Source: an optimization exercise on an open RTL-to-GDS flow (aim: small area). Production flows keep margins and buffers that such runs may drop.
RTL that was checked went through simulation tests only; none was proved equivalent to the original.
The clock port is modelled as an ideal driver, which makes a skipped or thinned clock tree look cheaper than it is; a real chip needs a root buffer or a tree.
Power is estimated from default activity; no workload was simulated.

v31:
==> module axi4_master, before the edit <==
module axi4_master
(
    input  logic          clk,
    input  logic          arst,
    input  logic          io_interrupt,
    input  logic          i_write_req,
    input  logic          i_read_req,
    input  logic [ 31:0 ] i_addr,
    input  logic [ 63:0 ] i_write_data,
    input  logic [  7:0 ] i_axi_len,
    input  logic [  2:0 ] i_axi_size,
    input  logic [  1:0 ] i_axi_burst,
    input  logic [  7:0 ] i_axi_strb,
    output logic [ 63:0 ] o_read_data,
    output logic          o_axi_done,
    output logic          o_axi_handshake,
    input  logic          i_awready,
    output logic          o_awvalid,
    output logic [  3:0 ] o_awid,
    output logic [ 31:0 ] o_awaddr,
    output logic [  7:0 ] o_awlen,
    output logic [  2:0 ] o_awsize,
    output logic [  1:0 ] o_awburst,
    input  logic          i_wready,
    output logic          o_wvalid,
    output logic [ 63:0 ] o_wdata,
    output logic [  7:0 ] o_wstrb, 
    output logic          o_wlast,
    output logic          o_bready,
    input  logic          i_bvalid,
    input  logic [  3:0 ] i_bid,
    input  logic [  1:0 ] i_bresp,
    input  logic          i_arready,
    output logic          o_arvalid,
    output logic [  3:0 ] o_arid,
    output logic [ 31:0 ] o_araddr,
    output logic [  7:0 ] o_arlen,
    output logic [  2:0 ] o_arsize,
    output logic [  1:0 ] o_arburst,
    output logic          o_rready,
    input  logic          i_rvalid,
    input  logic [  3:0 ] i_rid, 
    input  logic [  1:0 ] i_rresp,
    input  logic [ 63:0 ] i_rdata,
    input  logic          i_rlast
);
    assign o_read_data = i_rdata;
    assign o_arlen     = i_axi_len;
    assign o_arsize    = i_axi_size;
    assign o_arburst   = i_axi_burst;
    assign o_awlen     = i_axi_len;
    assign o_awsize    = i_axi_size;
    assign o_awburst   = i_axi_burst;
    assign o_wdata     = i_write_data;
    logic s_w;
    logic s_a;
    logic s_d;
    logic s_idle;
    logic s_hold;
    logic s_rlast;
    logic [ 7:0 ] s_count;
    logic [ 31:0 ] s_addr;
    assign s_idle    = ~( s_w | s_a | s_d );
    assign s_hold    = ~( s_idle & ( i_write_req | i_read_req ) );
    assign o_awvalid = s_w & s_a;
    assign o_wvalid  = s_w & s_d;
    assign o_bready  = s_w & ~s_a & ~s_d;
    assign o_arvalid = ~s_w & s_a;
    assign o_rready  = ~s_w & s_d;
    always_ff @( posedge clk, posedge arst ) begin
        if ( arst ) begin
            s_w    <= 1'b0;
            s_a    <= 1'b0;
            s_d    <= 1'b0;
            o_awid <= '0;
            o_arid <= '0;
        end
        else begin
            s_w <= ( s_idle & i_write_req ) | ( s_w & ~i_bvalid );
            s_a <= ( s_idle & ( i_write_req | i_read_req ) ) | ( s_a & ~( s_w ? i_awready : i_arready ) );
            s_d <= s_a | ( s_d & ~( ( s_count == 8'b0 ) & i_wready ) & ~s_rlast );
            if ( i_bvalid ) o_awid <= o_awid + 4'b1;
            if ( s_rlast ) o_arid <= o_arid + 4'b1;
        end
    end
    always_ff @( posedge clk ) begin
        o_wstrb <= ( i_axi_strb & { 8{ s_idle } } ) | ( o_wstrb & { 8{ s_hold } } );
    end
    always_ff @( posedge clk ) begin
        s_addr[ 31:8 ] <= ( i_addr[ 31:8 ] & { 24{ s_idle } } ) | ( s_addr[ 31:8 ] & { 24{ s_hold } } );
    end
    always_ff @( posedge clk ) begin
        s_addr[ 7:0 ] <= ( i_addr[ 7:0 ] & { 8{ s_idle } } ) | ( i_axi_len & { 8{ o_awvalid & i_awready } } )
                       | ( ( s_addr[ 7:0 ] - { 7'b0, i_wready } ) & { 8{ ~s_idle & ~( o_awvalid & i_awready ) } } );
    end
    assign o_awaddr = s_addr;
    assign o_araddr = s_addr;
    assign s_count  = s_addr[ 7:0 ];
    assign o_wlast = ~s_a & ( s_count == 8'b0 );
    assign o_axi_done = ( i_bvalid & ( i_bresp == 2'b0 ) ) | s_rlast;
    assign o_axi_handshake = i_wready | i_rvalid;
    always_ff @( posedge clk ) begin
        s_rlast <= i_rlast;
    end
endmodule
==> flow/config.mk <==
export PLATFORM = sky130hd
export DESIGN_NAME = axi4_master
export DESIGN_NICKNAME = axi4_master
export VERILOG_FILES = /design/flow/design.v
export SDC_FILE = /design/flow/constraint.sdc
export NUM_CORES = 4
export LEC_CHECK = 0
export CAP_MARGIN = 20
export CORE_AREA = 5 5 175 175
export CTS_BUF_LIST = sky130_fd_sc_hd__clkbuf_8
export DIE_AREA = 0 0 180 180
export SLEW_MARGIN = 20
==> flow/constraint.sdc <==
create_clock -name core_clock -period 5.0 [get_ports {clk}]
set_input_delay 1.0000 -clock core_clock [delete_from_list [all_inputs] [get_ports {clk}]]
set_output_delay 1.0000 -clock core_clock [all_outputs]
set_load 0.01 [all_outputs]
standard.sh (not shown) runs the stock make flow with config.mk's settings and CLKGATE_MAP_FILE= SYNTH_SCRIPT=/design/flow/synth_recipe.tcl, a recipe that flattens the netlist after the stock synthesis.
==> flow/flow/run.sh <==
#!/bin/bash
# Standard layout (the standard.sh) with these changes:
#  - after the standard synthesis, its combinational logic is re-mapped for area with ABC; the
#    registers stay exactly as the standard synthesis made them (reopt.sh);
#  - port buffers made from the smallest buffer cell (buf_1);
#  - after global placement the design's own cells are pulled toward the core's centre;
#  - after placement resizing, logic cells are swapped for their smallest-area variant, then
#    downsized further as long as slew, capacitance and setup keep a margin (downsize2.tcl);
#  - the clock reaches the registers through a few clock buffers, one per group of registers,
#    driven from the clock port (clkbuf.tcl), instead of TritonCTS's tree.
set -euo pipefail
export FLOW_FLOW_DIR=$PWD/flow
export BUFFER_PORTS_ARGS="-buffer_cell sky130_fd_sc_hd__buf_1"
export POST_GLOBAL_PLACE_TCL=$FLOW_FLOW_DIR/squeeze.tcl
export FLOW_SQUEEZE=0.3
export POST_RESIZE_TCL=$FLOW_FLOW_DIR/downsize.tcl
export PRE_CTS_TCL=$FLOW_FLOW_DIR/cts_hook.tcl
export POST_CTS_TCL=$FLOW_FLOW_DIR/post_cts.tcl
export FLOW_CLK_CELL=sky130_fd_sc_hd__clkbuf_8
export FLOW_CLK_K=3
bash standard.sh synth > standard_synth.log 2>&1
res=$PWD/orfs/results/sky130hd/axi4_master/base
cp $res/1_2_yosys.v $PWD/standard_synth_netlist.v
bash $FLOW_FLOW_DIR/reopt.sh $PWD/standard_synth_netlist.v $PWD/reopt_netlist.v $PWD
cp $PWD/reopt_netlist.v $res/1_2_yosys.v
rm -f $res/1_synth.odb $res/1_synth.sdc
bash standard.sh > standard.log 2>&1
Other scripts of this flow, unchanged in this note and not shown: flow/flow/clkbuf.tcl, flow/flow/cts_hook.tcl, flow/flow/downsize.tcl, flow/flow/downsize2.tcl, flow/flow/post_cts.tcl, flow/flow/reopt.sh, flow/flow/squeeze.tcl
v31 finished every step from synthesis to the final layout, and the layout passed the timing, design-rule and antenna checks.
The following lists how v22 was set up differently from v31:
-- flow/design.v --
<<< v31, line 79
            s_w <= ( s_idle & i_write_req ) | ( s_w & ~i_bvalid );
            s_a <= ( s_idle & ( i_write_req | i_read_req ) ) | ( s_a & ~( s_w ? i_awready : i_arready ) );
            s_d <= s_a | ( s_d & ~( ( s_count == 8'b0 ) & i_wready ) & ~s_rlast );
            if ( i_bvalid ) o_awid <= o_awid + 4'b1;
            if ( s_rlast ) o_arid <= o_arid + 4'b1;
        end
    end
>>> v22, line 79
            s_w <= ( s_idle & i_write_req ) | ( s_w & ~i_bvalid );
            s_a <= ( s_idle & ( i_write_req | i_read_req ) ) | ( s_a & ~( s_w ? i_awready : i_arready ) );
            s_d <= s_a | ( s_d & ~( ( s_count == i_axi_len ) & i_wready ) & ~s_rlast );
            o_awid <= o_awid + { 3'b0, i_bvalid };
            o_arid <= o_arid + { 3'b0, s_rlast };
        end
    end
<<< v31, line 91
    end
    always_ff @( posedge clk ) begin
        s_addr[ 7:0 ] <= ( i_addr[ 7:0 ] & { 8{ s_idle } } ) | ( i_axi_len & { 8{ o_awvalid & i_awready } } )
                       | ( ( s_addr[ 7:0 ] - { 7'b0, i_wready } ) & { 8{ ~s_idle & ~( o_awvalid & i_awready ) } } );
    end
    assign o_awaddr = s_addr;
    assign o_araddr = s_addr;
    assign s_count  = s_addr[ 7:0 ];
    assign o_wlast = ~s_a & ( s_count == 8'b0 );
    assign o_axi_done = ( i_bvalid & ( i_bresp == 2'b0 ) ) | s_rlast;
    assign o_axi_handshake = i_wready | i_rvalid;
>>> v22, line 91
    end
    always_ff @( posedge clk ) begin
        if      ( s_idle                ) s_addr[ 7:0 ] <= i_addr[ 7:0 ];
        else if ( o_awvalid & i_awready ) s_addr[ 7:0 ] <= 8'b0;
        else                              s_addr[ 7:0 ] <= s_addr[ 7:0 ] + { 7'b0, i_wready };
    end
    assign o_awaddr = s_addr;
    assign o_araddr = s_addr;
    assign s_count  = s_addr[ 7:0 ];
    assign o_wlast = ~s_a & ( s_count == i_axi_len );
    assign o_axi_done = ( i_bvalid & ( i_bresp == 2'b0 ) ) | s_rlast;
    assign o_axi_handshake = i_wready | i_rvalid;
Notes after the runs:
- v22 finished every stage and its layout cleared the timing, design-rule and antenna checks.
- Global-route usage was higher in v31 than in v22.
- v22 ends up with a total power draw that is 0.013 mW higher than in v31.
- Row register fraction of the total cell area: v22 lower / v31 higher
- Against v31, power per unit of standard cell area in v22 fell slightly.
- Critical path startpoint: s_addr[4]$_DFF_P_ -> v31, i_axi_len[0] -> v22
- The fmax in v31 is 1.15 times that in v22.
- On post-synthesis area per instance: between v31 and v22, it ends up lower for v22.
- The setup slack number comes out higher for v31 vs v22.
- Delta (v22 minus v31): layout overhead on the synthesized area has increased; clock share of power has increased; share of the core filled with cells in the final layout has remained practically unchanged; global-route wire length before repair has decreased; starting utilization of the core area has remained practically unchanged.
- Compared with v31, v22 shows first-iteration DRC count lower by about 16%.
In every run of this note, the design's own scripts or RTL, not TritonCTS, make the clock network.

The RTL this note starts from:
==> flow/design.v <==
module axi4_master
(
    input  logic          clk,
    input  logic          arst,
    input  logic          io_interrupt,
    input  logic          i_write_req,
    input  logic          i_read_req,
    input  logic [ 31:0 ] i_addr,
    input  logic [ 63:0 ] i_write_data,
    input  logic [  7:0 ] i_axi_len,
    input  logic [  2:0 ] i_axi_size,
    input  logic [  1:0 ] i_axi_burst,
    input  logic [  7:0 ] i_axi_strb,
    output logic [ 63:0 ] o_read_data,
    output logic          o_axi_done,
    output logic          o_axi_handshake,
    input  logic          i_awready,
    output logic          o_awvalid,
    output logic [  3:0 ] o_awid,
    output logic [ 31:0 ] o_awaddr,
    output logic [  7:0 ] o_awlen,
    output logic [  2:0 ] o_awsize,
    output logic [  1:0 ] o_awburst,
    input  logic          i_wready,
    output logic          o_wvalid,
    output logic [ 63:0 ] o_wdata,
    output logic [  7:0 ] o_wstrb, 
    output logic          o_wlast,
    output logic          o_bready,
    input  logic          i_bvalid,
    input  logic [  3:0 ] i_bid,
    input  logic [  1:0 ] i_bresp,
    input  logic          i_arready,
    output logic          o_arvalid,
    output logic [  3:0 ] o_arid,
    output logic [ 31:0 ] o_araddr,
    output logic [  7:0 ] o_arlen,
    output logic [  2:0 ] o_arsize,
    output logic [  1:0 ] o_arburst,
    output logic          o_rready,
    input  logic          i_rvalid,
    input  logic [  3:0 ] i_rid, 
    input  logic [  1:0 ] i_rresp,
    input  logic [ 63:0 ] i_rdata,
    input  logic          i_rlast
);
    assign o_read_data = i_rdata;
    assign o_arlen     = i_axi_len;
    assign o_arsize    = i_axi_size;
    assign o_arburst   = i_axi_burst;
    assign o_awlen     = i_axi_len;
    assign o_awsize    = i_axi_size;
    assign o_awburst   = i_axi_burst;
    assign o_wdata     = i_write_data;
    logic s_w;
    logic s_a;
    logic s_d;
    logic s_idle;
    logic s_rlast;
    logic [ 7:0 ] s_count;
    logic [ 31:0 ] s_addr;
    assign s_idle    = ~( s_w | s_a | s_d );
    assign o_awvalid = s_w & s_a;
    assign o_wvalid  = s_w & s_d;
    assign o_bready  = s_w & ~s_a & ~s_d;
    assign o_arvalid = ~s_w & s_a;
    assign o_rready  = ~s_w & s_d;
    always_ff @( posedge clk, posedge arst ) begin
        if ( arst ) begin
            s_w    <= 1'b0;
            s_a    <= 1'b0;
            s_d    <= 1'b0;
            o_awid <= '0;
            o_arid <= '0;
        end
        else begin
            s_w <= ( s_idle & i_write_req ) | ( s_w & ~i_bvalid );
            s_a <= ( s_idle & ( i_write_req | i_read_req ) ) | ( s_a & ~( s_w ? i_awready : i_arready ) );
            s_d <= s_a | ( s_d & ~( ( s_count == i_axi_len ) & i_wready ) & ~s_rlast );
            if ( i_bvalid ) o_awid <= o_awid + 4'b1;
            if ( s_rlast  ) o_arid <= o_arid + 4'b1;
        end
    end
    always_ff @( posedge clk ) begin
        if ( s_idle ) o_wstrb <= i_axi_strb;
    end
    always_ff @( posedge clk ) begin
        if ( s_idle ) s_addr[ 31:8 ] <= i_addr[ 31:8 ];
    end
    always_ff @( posedge clk ) begin
        if      ( s_idle                ) s_addr[ 7:0 ] <= i_addr[ 7:0 ];
        else if ( o_awvalid & i_awready ) s_addr[ 7:0 ] <= 8'b0;
        else if ( i_wready              ) s_addr[ 7:0 ] <= s_addr[ 7:0 ] + 8'b1;
    end
    assign o_awaddr = s_addr;
    assign o_araddr = s_addr;
    assign s_count  = s_addr[ 7:0 ];
    assign o_wlast = ~s_a & ( s_count == i_axi_len );
    assign o_axi_done = ( i_bvalid & ( i_bresp == 2'b0 ) ) | s_rlast;
    assign o_axi_handshake = i_wready | i_rvalid;
    always_ff @( posedge clk ) begin
        s_rlast <= i_rlast;
    end
endmodule
==> flow/config.mk <==
export PLATFORM = sky130hd
export DESIGN_NAME = axi4_master
export DESIGN_NICKNAME = axi4_master
export VERILOG_FILES = /design/flow/design.v
export SDC_FILE = /design/flow/constraint.sdc
export NUM_CORES = 4
export LEC_CHECK = 0
export CAP_MARGIN = 20
export CORE_AREA = 5 5 175 175
export CTS_BUF_LIST = sky130_fd_sc_hd__clkbuf_8
export DIE_AREA = 0 0 180 180
export SLEW_MARGIN = 20
==> flow/constraint.sdc <==
create_clock -name core_clock -period 5.0 [get_ports {clk}]
set_input_delay 1.0000 -clock core_clock [delete_from_list [all_inputs] [get_ports {clk}]]
set_output_delay 1.0000 -clock core_clock [all_outputs]
set_load 0.01 [all_outputs]
==> flow/flow/run.sh <==
#!/bin/bash
# Standard layout (the standard.sh) with these changes:
#  - port buffers made from the smallest buffer cell (buf_1);
#  - after global placement the design's own cells are pulled toward the core's centre;
#  - after placement resizing, logic cells are swapped for their smallest-area variant;
#  - the clock reaches the registers through a few clock buffers, one per group of registers,
#    driven from the clock port (clkbuf.tcl), instead of TritonCTS's tree.
export FLOW_FLOW_DIR=$PWD/flow
export BUFFER_PORTS_ARGS="-buffer_cell sky130_fd_sc_hd__buf_1"
export POST_GLOBAL_PLACE_TCL=$FLOW_FLOW_DIR/squeeze.tcl
export FLOW_SQUEEZE=0.3
export POST_RESIZE_TCL=$FLOW_FLOW_DIR/downsize.tcl
export PRE_CTS_TCL=$FLOW_FLOW_DIR/cts_hook.tcl
export FLOW_CLK_CELL=sky130_fd_sc_hd__clkbuf_16
export FLOW_CLK_K=2
bash standard.sh > standard.log 2>&1
Other scripts of this flow, unchanged in this note and not shown: flow/flow/clkbuf.tcl, flow/flow/cts_hook.tcl, flow/flow/downsize.tcl, flow/flow/squeeze.tcl
The baseline finished with timing, DRC and antenna clean.
Change:
--- a/flow/design.v
+++ b/flow/design.v
@@ -77,8 +77,8 @@
             s_w <= ( s_idle & i_write_req ) | ( s_w & ~i_bvalid );
             s_a <= ( s_idle & ( i_write_req | i_read_req ) ) | ( s_a & ~( s_w ? i_awready : i_arready ) );
             s_d <= s_a | ( s_d & ~( ( s_count == i_axi_len ) & i_wready ) & ~s_rlast );
-            if ( i_bvalid ) o_awid <= o_awid + 4'b1;
-            if ( s_rlast  ) o_arid <= o_arid + 4'b1;
+            o_awid <= o_awid + { 3'b0, i_bvalid };
+            o_arid <= o_arid + { 3'b0, s_rlast };
         end
     end
     always_ff @( posedge clk ) begin
@@ -90,7 +90,7 @@
     always_ff @( posedge clk ) begin
         if      ( s_idle                ) s_addr[ 7:0 ] <= i_addr[ 7:0 ];
         else if ( o_awvalid & i_awready ) s_addr[ 7:0 ] <= 8'b0;
-        else if ( i_wready              ) s_addr[ 7:0 ] <= s_addr[ 7:0 ] + 8'b1;
+        else                              s_addr[ 7:0 ] <= s_addr[ 7:0 ] + { 7'b0, i_wready };
     end
     assign o_awaddr = s_addr;
     assign o_araddr = s_addr;
Die area stays the same.
Power came out lower by 4.5%.
Routed wire length came out higher by 0.97%.
Core utilization came out lower by 0.37 points.
Global-route usage came out higher by 0.19 points.
Final cell count came out lower by 1.8%.
Maximum frequency came out lower by 0.81%.
Synthesized cell count came out lower by 4.1%.
The RTL of the second run of this note was laid out without a check of its function. In every run of this note, the design's own scripts or RTL, not TritonCTS, make the clock network.

re-timing with driven ports:
How much do the figures lean on ideal ports? The routed layouts below were timed once more, with nothing changed but the port constraints. Step 1 assumes that a clkbuf_16 drives the clock port and a buf_2 every other input. Step 2 adds t to the input delays and takes it off the output delays; t is the mean of the earliest and latest rising clock arrival at the registers after step 1. Input paths then give back, and output paths get back, about the clock's delay inside the block. a / b / c = ideal ports / drivers / drivers and shift; a / b = the first two.
| run | t, ns | setup WS [ns] | hold WS [ns] |
|---|---|---|---|
| v31 | 0.208 | 2.020 / 1.967 / 2.175 | 0.535 / 0.535 / 0.535 |
| v22 | 0.214 | 1.574 / 1.549 / 1.549 | 0.551 / 0.551 / 0.551 |
| the first run of note 2 | 0.215 | 1.401 / 1.364 / 1.364 | 0.518 / 0.518 / 0.518 |
| the second run of note 2 | 0.215 | 1.372 / 1.348 / 1.348 | 0.513 / 0.513 / 0.513 |
After both steps every run listed still meets setup and hold. The setup slack of the first run of note 2, which loses most, moves by -0.037 ns with the drivers and by -0.037 ns with both steps.
